Background: an optimization exercise with open tools, aiming at small area. Do not read the settings as production practice.
In this exercise RTL edits were held to simulation tests only and were not proved equivalent to the original.

==> inputs of v7 <==
==> flow/design.v <==
`default_nettype none
`timescale 1 ns / 1 ps
module axis_fir (
    input  wire               clk,
    input  wire               aresetn,
    input  wire               accept,       
    input  wire               upd,          
    input  wire        [75:1] live,         
    input  wire        [15:0] din,
    output logic       [23:0] acc
);
    logic [15:0] r [1:75];
    logic [19:0] q;
    always_ff @(posedge clk) begin
        if (accept) begin
            r[1] <= din;
            for (int k = 2; k < 76; k = k + 1) r[k] <= r[k-1];
        end
    end
    function automatic [15:0] ob(input logic l, input logic [15:0] v);
        ob = {~(l & v[15]), v[14:0] & {15{l}}};
    endfunction
    wire [15:0] q24 = ob(live[24], r[24]), q31 = ob(live[31], r[31]);
    wire [15:0] q43 = ob(live[43], r[43]), q50 = ob(live[50], r[50]);
    wire [16:0] qa, qb;
    wire [19:0] qt, qn;
    rca #(16) u_qa (.a(q24), .b(q50), .ci(1'b0), .s(qa[15:0]), .co(qa[16]));
    rca #(16) u_qb (.a(q31), .b(q43), .ci(1'b0), .s(qb[15:0]), .co(qb[16]));
    rca #(20) u_qt (.a(q), .b({3'd0, qa}), .ci(1'b0), .s(qt), .co());
    rca #(20) u_qn (.a(qt), .b(~{3'd0, qb}), .ci(1'b1), .s(qn), .co());
    always_ff @(posedge clk) begin
        if (!aresetn) q <= 20'd0;
        else if (accept) q <= qn;
    end
    wire [15:0] p21 = ob(live[21], r[21]);
    wire [15:0] p23 = ob(live[23], r[23]);
    wire [15:0] p33 = ob(live[33], r[33]);
    wire [15:0] p34 = ob(live[34], r[34]);
    wire [15:0] p63 = ob(live[63], r[63]);
    wire [15:0] p67 = ob(live[67], r[67]);
    wire [15:0] p74 = ob(live[74], r[74]);
    wire [15:0] n1 = ob(live[1], r[1]);
    wire [15:0] n8 = ob(live[8], r[8]);
    wire [15:0] n12 = ob(live[12], r[12]);
    wire [15:0] n41 = ob(live[41], r[41]);
    wire [15:0] n42 = ob(live[42], r[42]);
    wire [15:0] n52 = ob(live[52], r[52]);
    wire [15:0] n54 = ob(live[54], r[54]);
    wire [15:0] n75 = ob(live[75], r[75]);
    wire [16:0] tp1_0;
    rca #(16) u_tp1_0 (.a(p21), .b(p23), .ci(1'b0), .s(tp1_0[15:0]), .co(tp1_0[16]));
    wire [16:0] tp1_1;
    rca #(16) u_tp1_1 (.a(p33), .b(p34), .ci(1'b0), .s(tp1_1[15:0]), .co(tp1_1[16]));
    wire [16:0] tp1_2;
    rca #(16) u_tp1_2 (.a(p63), .b(p67), .ci(1'b0), .s(tp1_2[15:0]), .co(tp1_2[16]));
    wire [17:0] tp2_0;
    rca #(17) u_tp2_0 (.a(tp1_0), .b(tp1_1), .ci(1'b0), .s(tp2_0[16:0]), .co(tp2_0[17]));
    wire [17:0] tp2_1;
    rca #(17) u_tp2_1 (.a(tp1_2), .b({1'd0, p74}), .ci(1'b0), .s(tp2_1[16:0]), .co(tp2_1[17]));
    wire [18:0] tp3_0;
    rca #(18) u_tp3_0 (.a(tp2_0), .b(tp2_1), .ci(1'b0), .s(tp3_0[17:0]), .co(tp3_0[18]));
    wire [16:0] tn1_0;
    rca #(16) u_tn1_0 (.a(n1), .b(n8), .ci(1'b0), .s(tn1_0[15:0]), .co(tn1_0[16]));
    wire [16:0] tn1_1;
    rca #(16) u_tn1_1 (.a(n12), .b(n41), .ci(1'b0), .s(tn1_1[15:0]), .co(tn1_1[16]));
    wire [16:0] tn1_2;
    rca #(16) u_tn1_2 (.a(n42), .b(n52), .ci(1'b0), .s(tn1_2[15:0]), .co(tn1_2[16]));
    wire [16:0] tn1_3;
    rca #(16) u_tn1_3 (.a(n54), .b(n75), .ci(1'b0), .s(tn1_3[15:0]), .co(tn1_3[16]));
    wire [17:0] tn2_0;
    rca #(17) u_tn2_0 (.a(tn1_0), .b(tn1_1), .ci(1'b0), .s(tn2_0[16:0]), .co(tn2_0[17]));
    wire [17:0] tn2_1;
    rca #(17) u_tn2_1 (.a(tn1_2), .b(tn1_3), .ci(1'b0), .s(tn2_1[16:0]), .co(tn2_1[17]));
    wire [18:0] tn3_0;
    rca #(18) u_tn3_0 (.a(tn2_0), .b(tn2_1), .ci(1'b0), .s(tn3_0[17:0]), .co(tn3_0[18]));
    wire [20:0] pq, dsum;
    rca #(21) u_pq (.a({2'd0, tp3_0}), .b({q[19], q}), .ci(1'b0), .s(pq), .co());
    rca #(21) u_d (.a(pq), .b(~{2'd0, tn3_0}), .ci(1'b1), .s(dsum), .co());
    logic [20:0] dreg;
    always_ff @(posedge clk) dreg <= dsum;
    wire [23:0] t, accn;
    rca #(24) lt (.a({{3{dreg[20]}}, dreg}), .b({8'd0, ~r[1][15], r[1][14:0]}), .ci(1'b0), .s(t), .co());
    rca #(24) la (.a(acc), .b(t), .ci(1'b0), .s(accn), .co());
    always_ff @(posedge clk) begin
        if (!aresetn) acc <= 24'd0;
        else if (upd) acc <= accn;
    end
endmodule
`default_nettype wire
`default_nettype none
`timescale 1 ns / 1 ps
module rca #(
    parameter integer W = 8
)(
    input  wire [W-1:0] a,
    input  wire [W-1:0] b,
    input  wire         ci,
    output wire [W-1:0] s,
    output wire         co
);
    wire [W:0] c;
    assign c[0] = ci;
    genvar j;
    generate for (j = 0; j < W; j = j + 1) begin : bit_
        assign s[j]   = a[j] ^ b[j] ^ c[j];
        assign c[j+1] = (a[j] & b[j]) | (c[j] & (a[j] ^ b[j]));
    end endgenerate
    assign co = c[W];
endmodule
module cordic #(
    parameter integer I = 2,
    parameter integer W = 33,
    parameter integer WO = W     
)(
    input  wire            clk,
    input  wire [W-1:0]    x,
    input  wire [W-2:0]    m,
    input  wire            s,
    output logic [WO-1:0]  xo,
    output logic [WO-2:0]  mo,
    output logic           so
);
    wire [W-1:0] xn;
    generate if (W == 33) begin : g_xcs
        assign xn = x + ({1'b0, m} >> I) + {32'd0, s & (&m[I-1:0])};
    end else begin : g_xrc
        rca #(.W(W)) ax (.a(x), .b({1'b0, m} >> I), .ci(s & (&m[I-1:0])), .s(xn), .co());
    end endgenerate
    wire [W-1:0] xs;
    wire c;
    generate if (W == 33) begin : g_signed
        assign xs = $signed(x) >>> I;
        assign c  = x[W-1] & (|x[I-1:0]);
    end else begin : g_unsigned
        assign xs = x >> I;
        assign c  = 1'b0;
    end endgenerate
    wire [W-1:0] r;
    generate if (W == 33) begin : g_ycs
        assign r = {1'b0, m} + ~xs + {32'd0, ~c};
    end else begin : g_yrc
        rca #(.W(W)) ay (.a({1'b0, m}), .b(~xs), .ci(~c), .s(r), .co());
    end endgenerate
    wire rs = r[W-1];
    always_ff @(posedge clk) begin
        xo <= xn[WO-1:0];
        mo <= r[WO-2:0] ^ {(WO-1){rs}};
        so <= s ^ rs;
    end
endmodule
`default_nettype wire
`default_nettype none
`timescale 1 ns / 1 ps
module adsb_frontend (
    input  wire         clk,
    input  wire         aresetn,
    input  wire         s_valid,
    input  wire  [31:0] s_data,
    output logic        m_valid,
    output logic [15:0] m_mag
);
    localparam integer NST = 18;    
    wire accept = s_valid & aresetn;
    logic [6:0] cnt;
    wire  [6:0] cnt_n = !aresetn ? 7'd0 : ((s_valid && cnt != 7'd75) ? cnt + 7'd1 : cnt);
    always_ff @(posedge clk) cnt <= cnt_n;
    wire  [75:1] live;
    genvar k;
    generate for (k = 1; k < 76; k = k + 1) begin : lv
        if (k == 1 || k == 8 || k == 12 || k == 21 || k == 23 || k == 24 || k == 31 ||
            k == 33 || k == 34 || k == 41 || k == 42 || k == 43 || k == 50 || k == 52 ||
            k == 54 || k == 63 || k == 67 || k == 74 || k == 75) begin : used
            logic q;
            always_ff @(posedge clk) q <= (cnt_n >= k);
            assign live[k] = q;
        end else begin : unused
            assign live[k] = 1'b0;
        end
    end endgenerate
    logic [NST:1] vs;
    always_ff @(posedge clk) begin
        if (!aresetn) vs <= '0;
        else vs <= {vs[NST-1:1], s_valid};
    end
    assign m_valid = vs[NST];
    wire [23:0] fi, fq;
    axis_fir fir_i (.clk(clk), .aresetn(aresetn), .accept(accept), .upd(vs[1]), .live(live),
                    .din(s_data[31:16]), .acc(fi));
    axis_fir fir_q (.clk(clk), .aresetn(aresetn), .accept(accept), .upd(vs[1]), .live(live),
                    .din(s_data[15:0]), .acc(fq));
    function automatic [15:0] clip(input logic [23:0] v);
        if (!v[23] && v[22]) clip = 16'h7fff;
        else if (v[23] && !v[22]) clip = 16'h8000;
        else clip = v[22:7];
    endfunction
    wire [15:0] si = clip(fi);
    wire [15:0] sq = clip(fq);
    wire ni = si[15];
    wire nq = sq[15] & (sq != 16'h8000);
    wire [16:0] ay;
    rca #(17) u_ay (.a({1'b0, si ^ {16{ni}}}), .b(17'd0), .ci(ni), .s(ay), .co());
    wire [17:0] axo = {{2{sq[15]}}, sq} ^ {18{nq}};    
    wire [17:0] s0n, d0n;
    rca #(18) u_s0 (.a({1'b0, ay}), .b(axo),  .ci(nq),  .s(s0n), .co());
    rca #(18) u_d0 (.a({1'b0, ay}), .b(~axo), .ci(~nq), .s(d0n), .co());
    logic [17:0] s0, d0;
    always_ff @(posedge clk) begin
        s0 <= s0n;
        d0 <= d0n;
    end
    wire nd = d0[17];
    wire [18:0] x2n, y2n;
    rca #(19) u_x2 (.a({s0, 1'b0}), .b({1'b0, d0 ^ {18{nd}}}), .ci(nd),  .s(x2n), .co());
    rca #(19) u_y2 (.a({d0, 1'b0}), .b({s0[17], s0} ^ {19{~nd}}),           .ci(~nd), .s(y2n), .co());
    logic [18:0] x2s, y2s;
    always_ff @(posedge clk) begin
        x2s <= x2n;
        y2s <= y2n;
    end
    function automatic signed [32:0] gain(input logic signed [18:0] v);
        logic signed [32:0] w;
        w = v;
        gain = (w <<< 14) + (w <<< 12) - (w <<< 9) - (w <<< 6) - (w <<< 3) + (w <<< 1);
    endfunction
    wire [32:0] x2 = gain(x2s);
    wire [32:0] y2 = gain(y2s);
    wire        s2 = y2[32];
    wire [31:0] m2 = y2[31:0] ^ {32{s2}};
    wire [32:0] x3n = x2 + ({1'b0, m2} >> 2) + {32'd0, s2 & (&m2[1:0])};
    wire [32:0] xs2 = $signed(x2) >>> 2;
    wire [32:0] r2  = {1'b0, m2} + ~xs2 + {32'd0, ~(x2[32] & (|x2[1:0]))};
    logic [32:0] x3;
    logic [31:0] m3;
    logic        s3;
    always_ff @(posedge clk) begin
        x3 <= x3n;
        m3 <= r2[31:0] ^ {32{r2[32]}};
        s3 <= s2 ^ r2[32];
    end
    wire [31:0] xs [4:16];
    wire [30:0] ms [4:16];
    wire        ss [4:16];
    cordic #(.I(3), .W(33), .WO(32)) st3 (.clk(clk), .x(x3), .m(m3), .s(s3), .xo(xs[4]), .mo(ms[4]), .so(ss[4]));
    genvar i;
    generate for (i = 4; i < 16; i = i + 1) begin : it
        cordic #(.I(i), .W(32), .WO(32)) st (.clk(clk), .x(xs[i]), .m(ms[i]), .s(ss[i]),
                                             .xo(xs[i+1]), .mo(ms[i+1]), .so(ss[i+1]));
    end endgenerate
    assign m_mag = xs[16][31:16];
endmodule
`default_nettype wire
==> flow/run.sh <==
#!/bin/bash
# synth_recipe.tcl (not shown) runs the flow's synth.tcl, then flattens the netlist and writes it again
# the make line also repeats each setting of config.mk as NAME=value (left out here)
make -C /OpenROAD-flow-scripts/flow DESIGN_CONFIG=/design/flow/config.mk WORK_HOME=/design/flow/orfs CLKGATE_MAP_FILE= SYNTH_SCRIPT=/design/flow/synth_recipe.tcl finish
==> flow/config.mk <==
export PLATFORM = sky130hd
export DESIGN_NAME = adsb_frontend
export DESIGN_NICKNAME = adsb_frontend
export VERILOG_FILES = /design/flow/design.v
export SDC_FILE = /design/flow/constraint.sdc
export NUM_CORES = 4
export LEC_CHECK = 0
export CAP_MARGIN = 20
export CORE_MARGIN = 2
export CORE_UTILIZATION = 55
export CTS_BUF_LIST = sky130_fd_sc_hd__clkbuf_16
export CTS_CLUSTER_DIAMETER = 80
export CTS_CLUSTER_SIZE = 25
export PLACE_DENSITY = 0.65
export SETUP_SLACK_MARGIN = 0.1
export SLEW_MARGIN = 20
==> flow/constraint.sdc <==
create_clock -name core_clock -period 12.0 [get_ports {clk}]
set_input_delay 2.4000 -clock core_clock [delete_from_list [all_inputs] [get_ports {clk}]]
set_output_delay 2.4000 -clock core_clock [all_outputs]
set_load 0.01 [all_outputs]
==> v28 (differences from v7) <==
--- a/flow/design.v
+++ b/flow/design.v
@@ -11,5 +11,5 @@
 );
     logic [15:0] r [1:75];
-    logic [19:0] q;
+    logic [20:0] q;
     always_ff @(posedge clk) begin
         if (accept) begin
@@ -21,20 +21,19 @@
         ob = {~(l & v[15]), v[14:0] & {15{l}}};
     endfunction
-    wire [15:0] q24 = ob(live[24], r[24]), q31 = ob(live[31], r[31]);
-    wire [15:0] q43 = ob(live[43], r[43]), q50 = ob(live[50], r[50]);
+    wire [15:0] q24 = ob(live[24], r[24]), q34 = ob(live[34], r[34]);
+    wire [15:0] q40 = ob(live[40], r[40]), q50 = ob(live[50], r[50]);
     wire [16:0] qa, qb;
-    wire [19:0] qt, qn;
+    wire [20:0] qt, qn;
     rca #(16) u_qa (.a(q24), .b(q50), .ci(1'b0), .s(qa[15:0]), .co(qa[16]));
-    rca #(16) u_qb (.a(q31), .b(q43), .ci(1'b0), .s(qb[15:0]), .co(qb[16]));
-    rca #(20) u_qt (.a(q), .b({3'd0, qa}), .ci(1'b0), .s(qt), .co());
-    rca #(20) u_qn (.a(qt), .b(~{3'd0, qb}), .ci(1'b1), .s(qn), .co());
-    always_ff @(posedge clk) begin
-        if (!aresetn) q <= 20'd0;
+    rca #(16) u_qb (.a(q34), .b(q40), .ci(1'b0), .s(qb[15:0]), .co(qb[16]));
+    rca #(21) u_qt (.a(q), .b({4'd0, qa}), .ci(1'b0), .s(qt), .co());
+    rca #(21) u_qn (.a(qt), .b(~{4'd0, qb}), .ci(1'b1), .s(qn), .co());
+    always_ff @(posedge clk) begin
+        if (!aresetn) q <= 21'd0;
         else if (accept) q <= qn;
     end
     wire [15:0] p21 = ob(live[21], r[21]);
     wire [15:0] p23 = ob(live[23], r[23]);
-    wire [15:0] p33 = ob(live[33], r[33]);
-    wire [15:0] p34 = ob(live[34], r[34]);
+    wire [15:0] p43 = ob(live[43], r[43]);
     wire [15:0] p63 = ob(live[63], r[63]);
     wire [15:0] p67 = ob(live[67], r[67]);
@@ -43,6 +42,5 @@
     wire [15:0] n8 = ob(live[8], r[8]);
     wire [15:0] n12 = ob(live[12], r[12]);
-    wire [15:0] n41 = ob(live[41], r[41]);
-    wire [15:0] n42 = ob(live[42], r[42]);
+    wire [15:0] n32 = ob(live[32], r[32]);
     wire [15:0] n52 = ob(live[52], r[52]);
     wire [15:0] n54 = ob(live[54], r[54]);
@@ -51,29 +49,25 @@
     rca #(16) u_tp1_0 (.a(p21), .b(p23), .ci(1'b0), .s(tp1_0[15:0]), .co(tp1_0[16]));
     wire [16:0] tp1_1;
-    rca #(16) u_tp1_1 (.a(p33), .b(p34), .ci(1'b0), .s(tp1_1[15:0]), .co(tp1_1[16]));
+    rca #(16) u_tp1_1 (.a(p43), .b(p63), .ci(1'b0), .s(tp1_1[15:0]), .co(tp1_1[16]));
     wire [16:0] tp1_2;
-    rca #(16) u_tp1_2 (.a(p63), .b(p67), .ci(1'b0), .s(tp1_2[15:0]), .co(tp1_2[16]));
+    rca #(16) u_tp1_2 (.a(p67), .b(p74), .ci(1'b0), .s(tp1_2[15:0]), .co(tp1_2[16]));
     wire [17:0] tp2_0;
     rca #(17) u_tp2_0 (.a(tp1_0), .b(tp1_1), .ci(1'b0), .s(tp2_0[16:0]), .co(tp2_0[17]));
-    wire [17:0] tp2_1;
-    rca #(17) u_tp2_1 (.a(tp1_2), .b({1'd0, p74}), .ci(1'b0), .s(tp2_1[16:0]), .co(tp2_1[17]));
     wire [18:0] tp3_0;
-    rca #(18) u_tp3_0 (.a(tp2_0), .b(tp2_1), .ci(1'b0), .s(tp3_0[17:0]), .co(tp3_0[18]));
+    rca #(18) u_tp3_0 (.a(tp2_0), .b({1'd0, tp1_2}), .ci(1'b0), .s(tp3_0[17:0]), .co(tp3_0[18]));
     wire [16:0] tn1_0;
     rca #(16) u_tn1_0 (.a(n1), .b(n8), .ci(1'b0), .s(tn1_0[15:0]), .co(tn1_0[16]));
     wire [16:0] tn1_1;
-    rca #(16) u_tn1_1 (.a(n12), .b(n41), .ci(1'b0), .s(tn1_1[15:0]), .co(tn1_1[16]));
+    rca #(16) u_tn1_1 (.a(n12), .b(n32), .ci(1'b0), .s(tn1_1[15:0]), .co(tn1_1[16]));
     wire [16:0] tn1_2;
-    rca #(16) u_tn1_2 (.a(n42), .b(n52), .ci(1'b0), .s(tn1_2[15:0]), .co(tn1_2[16]));
-    wire [16:0] tn1_3;
-    rca #(16) u_tn1_3 (.a(n54), .b(n75), .ci(1'b0), .s(tn1_3[15:0]), .co(tn1_3[16]));
+    rca #(16) u_tn1_2 (.a(n52), .b(n54), .ci(1'b0), .s(tn1_2[15:0]), .co(tn1_2[16]));
     wire [17:0] tn2_0;
     rca #(17) u_tn2_0 (.a(tn1_0), .b(tn1_1), .ci(1'b0), .s(tn2_0[16:0]), .co(tn2_0[17]));
     wire [17:0] tn2_1;
-    rca #(17) u_tn2_1 (.a(tn1_2), .b(tn1_3), .ci(1'b0), .s(tn2_1[16:0]), .co(tn2_1[17]));
+    rca #(17) u_tn2_1 (.a(tn1_2), .b({1'd0, n75}), .ci(1'b0), .s(tn2_1[16:0]), .co(tn2_1[17]));
     wire [18:0] tn3_0;
     rca #(18) u_tn3_0 (.a(tn2_0), .b(tn2_1), .ci(1'b0), .s(tn3_0[17:0]), .co(tn3_0[18]));
     wire [20:0] pq, dsum;
-    rca #(21) u_pq (.a({2'd0, tp3_0}), .b({q[19], q}), .ci(1'b0), .s(pq), .co());
+    rca #(21) u_pq (.a({2'd0, tp3_0}), .b(q), .ci(1'b0), .s(pq), .co());
     rca #(21) u_d (.a(pq), .b(~{2'd0, tn3_0}), .ci(1'b1), .s(dsum), .co());
     logic [20:0] dreg;
@@ -168,7 +162,7 @@
     genvar k;
     generate for (k = 1; k < 76; k = k + 1) begin : lv
-        if (k == 1 || k == 8 || k == 12 || k == 21 || k == 23 || k == 24 || k == 31 ||
-            k == 33 || k == 34 || k == 41 || k == 42 || k == 43 || k == 50 || k == 52 ||
-            k == 54 || k == 63 || k == 67 || k == 74 || k == 75) begin : used
+        if (k == 1 || k == 8 || k == 12 || k == 21 || k == 23 || k == 24 || k == 32 ||
+            k == 34 || k == 40 || k == 43 || k == 50 || k == 52 || k == 54 || k == 63 ||
+            k == 67 || k == 74 || k == 75) begin : used
             logic q;
             always_ff @(posedge clk) q <= (cnt_n >= k);
==> v12 (differences from v7) <==
--- a/flow/design.v
+++ b/flow/design.v
@@ -11,5 +11,4 @@
 );
     logic [15:0] r [1:75];
-    logic [19:0] q;
     always_ff @(posedge clk) begin
         if (accept) begin
@@ -21,18 +20,13 @@
         ob = {~(l & v[15]), v[14:0] & {15{l}}};
     endfunction
-    wire [15:0] q24 = ob(live[24], r[24]), q31 = ob(live[31], r[31]);
-    wire [15:0] q43 = ob(live[43], r[43]), q50 = ob(live[50], r[50]);
-    wire [16:0] qa, qb;
-    wire [19:0] qt, qn;
-    rca #(16) u_qa (.a(q24), .b(q50), .ci(1'b0), .s(qa[15:0]), .co(qa[16]));
-    rca #(16) u_qb (.a(q31), .b(q43), .ci(1'b0), .s(qb[15:0]), .co(qb[16]));
-    rca #(20) u_qt (.a(q), .b({3'd0, qa}), .ci(1'b0), .s(qt), .co());
-    rca #(20) u_qn (.a(qt), .b(~{3'd0, qb}), .ci(1'b1), .s(qn), .co());
-    always_ff @(posedge clk) begin
-        if (!aresetn) q <= 20'd0;
-        else if (accept) q <= qn;
-    end
     wire [15:0] p21 = ob(live[21], r[21]);
     wire [15:0] p23 = ob(live[23], r[23]);
+    wire [15:0] p25 = ob(live[25], r[25]);
+    wire [15:0] p26 = ob(live[26], r[26]);
+    wire [15:0] p27 = ob(live[27], r[27]);
+    wire [15:0] p28 = ob(live[28], r[28]);
+    wire [15:0] p29 = ob(live[29], r[29]);
+    wire [15:0] p30 = ob(live[30], r[30]);
+    wire [15:0] p31 = ob(live[31], r[31]);
     wire [15:0] p33 = ob(live[33], r[33]);
     wire [15:0] p34 = ob(live[34], r[34]);
@@ -45,4 +39,11 @@
     wire [15:0] n41 = ob(live[41], r[41]);
     wire [15:0] n42 = ob(live[42], r[42]);
+    wire [15:0] n44 = ob(live[44], r[44]);
+    wire [15:0] n45 = ob(live[45], r[45]);
+    wire [15:0] n46 = ob(live[46], r[46]);
+    wire [15:0] n47 = ob(live[47], r[47]);
+    wire [15:0] n48 = ob(live[48], r[48]);
+    wire [15:0] n49 = ob(live[49], r[49]);
+    wire [15:0] n50 = ob(live[50], r[50]);
     wire [15:0] n52 = ob(live[52], r[52]);
     wire [15:0] n54 = ob(live[54], r[54]);
@@ -51,13 +52,27 @@
     rca #(16) u_tp1_0 (.a(p21), .b(p23), .ci(1'b0), .s(tp1_0[15:0]), .co(tp1_0[16]));
     wire [16:0] tp1_1;
-    rca #(16) u_tp1_1 (.a(p33), .b(p34), .ci(1'b0), .s(tp1_1[15:0]), .co(tp1_1[16]));
+    rca #(16) u_tp1_1 (.a(p25), .b(p26), .ci(1'b0), .s(tp1_1[15:0]), .co(tp1_1[16]));
     wire [16:0] tp1_2;
-    rca #(16) u_tp1_2 (.a(p63), .b(p67), .ci(1'b0), .s(tp1_2[15:0]), .co(tp1_2[16]));
+    rca #(16) u_tp1_2 (.a(p27), .b(p28), .ci(1'b0), .s(tp1_2[15:0]), .co(tp1_2[16]));
+    wire [16:0] tp1_3;
+    rca #(16) u_tp1_3 (.a(p29), .b(p30), .ci(1'b0), .s(tp1_3[15:0]), .co(tp1_3[16]));
+    wire [16:0] tp1_4;
+    rca #(16) u_tp1_4 (.a(p31), .b(p33), .ci(1'b0), .s(tp1_4[15:0]), .co(tp1_4[16]));
+    wire [16:0] tp1_5;
+    rca #(16) u_tp1_5 (.a(p34), .b(p63), .ci(1'b0), .s(tp1_5[15:0]), .co(tp1_5[16]));
+    wire [16:0] tp1_6;
+    rca #(16) u_tp1_6 (.a(p67), .b(p74), .ci(1'b0), .s(tp1_6[15:0]), .co(tp1_6[16]));
     wire [17:0] tp2_0;
     rca #(17) u_tp2_0 (.a(tp1_0), .b(tp1_1), .ci(1'b0), .s(tp2_0[16:0]), .co(tp2_0[17]));
     wire [17:0] tp2_1;
-    rca #(17) u_tp2_1 (.a(tp1_2), .b({1'd0, p74}), .ci(1'b0), .s(tp2_1[16:0]), .co(tp2_1[17]));
+    rca #(17) u_tp2_1 (.a(tp1_2), .b(tp1_3), .ci(1'b0), .s(tp2_1[16:0]), .co(tp2_1[17]));
+    wire [17:0] tp2_2;
+    rca #(17) u_tp2_2 (.a(tp1_4), .b(tp1_5), .ci(1'b0), .s(tp2_2[16:0]), .co(tp2_2[17]));
     wire [18:0] tp3_0;
     rca #(18) u_tp3_0 (.a(tp2_0), .b(tp2_1), .ci(1'b0), .s(tp3_0[17:0]), .co(tp3_0[18]));
+    wire [18:0] tp3_1;
+    rca #(18) u_tp3_1 (.a(tp2_2), .b({1'd0, tp1_6}), .ci(1'b0), .s(tp3_1[17:0]), .co(tp3_1[18]));
+    wire [19:0] tp4_0;
+    rca #(19) u_tp4_0 (.a(tp3_0), .b(tp3_1), .ci(1'b0), .s(tp4_0[18:0]), .co(tp4_0[19]));
     wire [16:0] tn1_0;
     rca #(16) u_tn1_0 (.a(n1), .b(n8), .ci(1'b0), .s(tn1_0[15:0]), .co(tn1_0[16]));
@@ -65,16 +80,29 @@
     rca #(16) u_tn1_1 (.a(n12), .b(n41), .ci(1'b0), .s(tn1_1[15:0]), .co(tn1_1[16]));
     wire [16:0] tn1_2;
-    rca #(16) u_tn1_2 (.a(n42), .b(n52), .ci(1'b0), .s(tn1_2[15:0]), .co(tn1_2[16]));
+    rca #(16) u_tn1_2 (.a(n42), .b(n44), .ci(1'b0), .s(tn1_2[15:0]), .co(tn1_2[16]));
     wire [16:0] tn1_3;
-    rca #(16) u_tn1_3 (.a(n54), .b(n75), .ci(1'b0), .s(tn1_3[15:0]), .co(tn1_3[16]));
+    rca #(16) u_tn1_3 (.a(n45), .b(n46), .ci(1'b0), .s(tn1_3[15:0]), .co(tn1_3[16]));
+    wire [16:0] tn1_4;
+    rca #(16) u_tn1_4 (.a(n47), .b(n48), .ci(1'b0), .s(tn1_4[15:0]), .co(tn1_4[16]));
+    wire [16:0] tn1_5;
+    rca #(16) u_tn1_5 (.a(n49), .b(n50), .ci(1'b0), .s(tn1_5[15:0]), .co(tn1_5[16]));
+    wire [16:0] tn1_6;
+    rca #(16) u_tn1_6 (.a(n52), .b(n54), .ci(1'b0), .s(tn1_6[15:0]), .co(tn1_6[16]));
     wire [17:0] tn2_0;
     rca #(17) u_tn2_0 (.a(tn1_0), .b(tn1_1), .ci(1'b0), .s(tn2_0[16:0]), .co(tn2_0[17]));
     wire [17:0] tn2_1;
     rca #(17) u_tn2_1 (.a(tn1_2), .b(tn1_3), .ci(1'b0), .s(tn2_1[16:0]), .co(tn2_1[17]));
+    wire [17:0] tn2_2;
+    rca #(17) u_tn2_2 (.a(tn1_4), .b(tn1_5), .ci(1'b0), .s(tn2_2[16:0]), .co(tn2_2[17]));
+    wire [17:0] tn2_3;
+    rca #(17) u_tn2_3 (.a(tn1_6), .b({1'd0, n75}), .ci(1'b0), .s(tn2_3[16:0]), .co(tn2_3[17]));
     wire [18:0] tn3_0;
     rca #(18) u_tn3_0 (.a(tn2_0), .b(tn2_1), .ci(1'b0), .s(tn3_0[17:0]), .co(tn3_0[18]));
-    wire [20:0] pq, dsum;
-    rca #(21) u_pq (.a({2'd0, tp3_0}), .b({q[19], q}), .ci(1'b0), .s(pq), .co());
-    rca #(21) u_d (.a(pq), .b(~{2'd0, tn3_0}), .ci(1'b1), .s(dsum), .co());
+    wire [18:0] tn3_1;
+    rca #(18) u_tn3_1 (.a(tn2_2), .b(tn2_3), .ci(1'b0), .s(tn3_1[17:0]), .co(tn3_1[18]));
+    wire [19:0] tn4_0;
+    rca #(19) u_tn4_0 (.a(tn3_0), .b(tn3_1), .ci(1'b0), .s(tn4_0[18:0]), .co(tn4_0[19]));
+    wire [20:0] dsum;
+    rca #(21) u_d (.a({1'b0, tp4_0}), .b(~{1'b0, tn4_0}), .ci(1'b1), .s(dsum), .co());
     logic [20:0] dreg;
     always_ff @(posedge clk) dreg <= dsum;
@@ -168,6 +196,6 @@
     genvar k;
     generate for (k = 1; k < 76; k = k + 1) begin : lv
-        if (k == 1 || k == 8 || k == 12 || k == 21 || k == 23 || k == 24 || k == 31 ||
-            k == 33 || k == 34 || k == 41 || k == 42 || k == 43 || k == 50 || k == 52 ||
+        if (k == 1 || k == 8 || k == 12 || k == 21 || k == 23 || (k >= 25 && k <= 31) ||
+            k == 33 || k == 34 || k == 41 || k == 42 || (k >= 44 && k <= 50) || k == 52 ||
             k == 54 || k == 63 || k == 67 || k == 74 || k == 75) begin : used
             logic q;
==> comparison table <==
item	v7	v28	v12
Outcome	finished clean	finished clean	finished clean
Period utilization	97.6%	97.3%	97.4%
Buffer depth of the longest clock path	4	3	4
Number of synthesized register bits	3498	3498	3468
R2r setup slk	290 ps	320 ps	320 ps
Worst skew pair latency	910 ps	860 ps	900 ps
Data arrival time of the worst path	12470 ps	12400 ps	12440 ps
Post-CTS sizing	194	192	183
Remaining max-slew budget at the tightest pin	27.7%	20.4%	16.2%
Clock distribution area overhead in the final layout	3.34%	3.49%	3.31%
Per-cell via count in the routed design	5.17	5.13	5.13
Die height	524 um	522 um	534 um
Global routing usage summed across all routing layers	20.6%	20.8%	21.0%
Total standard cell area after synthesis	0.149 mm2	0.148 mm2	0.155 mm2
Syn Inst Count	9236	9148	9657
FF-to-FF Start	st3.mo[3]	it[4].st.mo[2]	st3.mo[3]
Adder-cell share of the synthesized area	22.9%	22.3%	25.8%

[re-timing with driven ports]
In the flow no input, the clock included, has a driving cell. The finished layouts below were timed again as built, in two steps.
Step 1, drivers: a clkbuf_16 drives clk and a buf_2 each remaining input, both assumed.
Step 2 also shifts input and output timing later by t, the mid clock arrival at the registers, as if the neighbouring blocks saw the same clock.
Slacks: no drivers / after step 1 / after step 2; pairs: no drivers / after step 1.
run	shift t [ns]	slack for setup (ns)	worst setup path after step 2
v7	0.962	0.286 / 0.286 / 0.286	register to register
v28	0.933	0.322 / 0.322 / 0.322	register to register
v12	0.968	0.315 / 0.315 / 0.315	register to register
After both steps setup and hold are still met in every run listed.
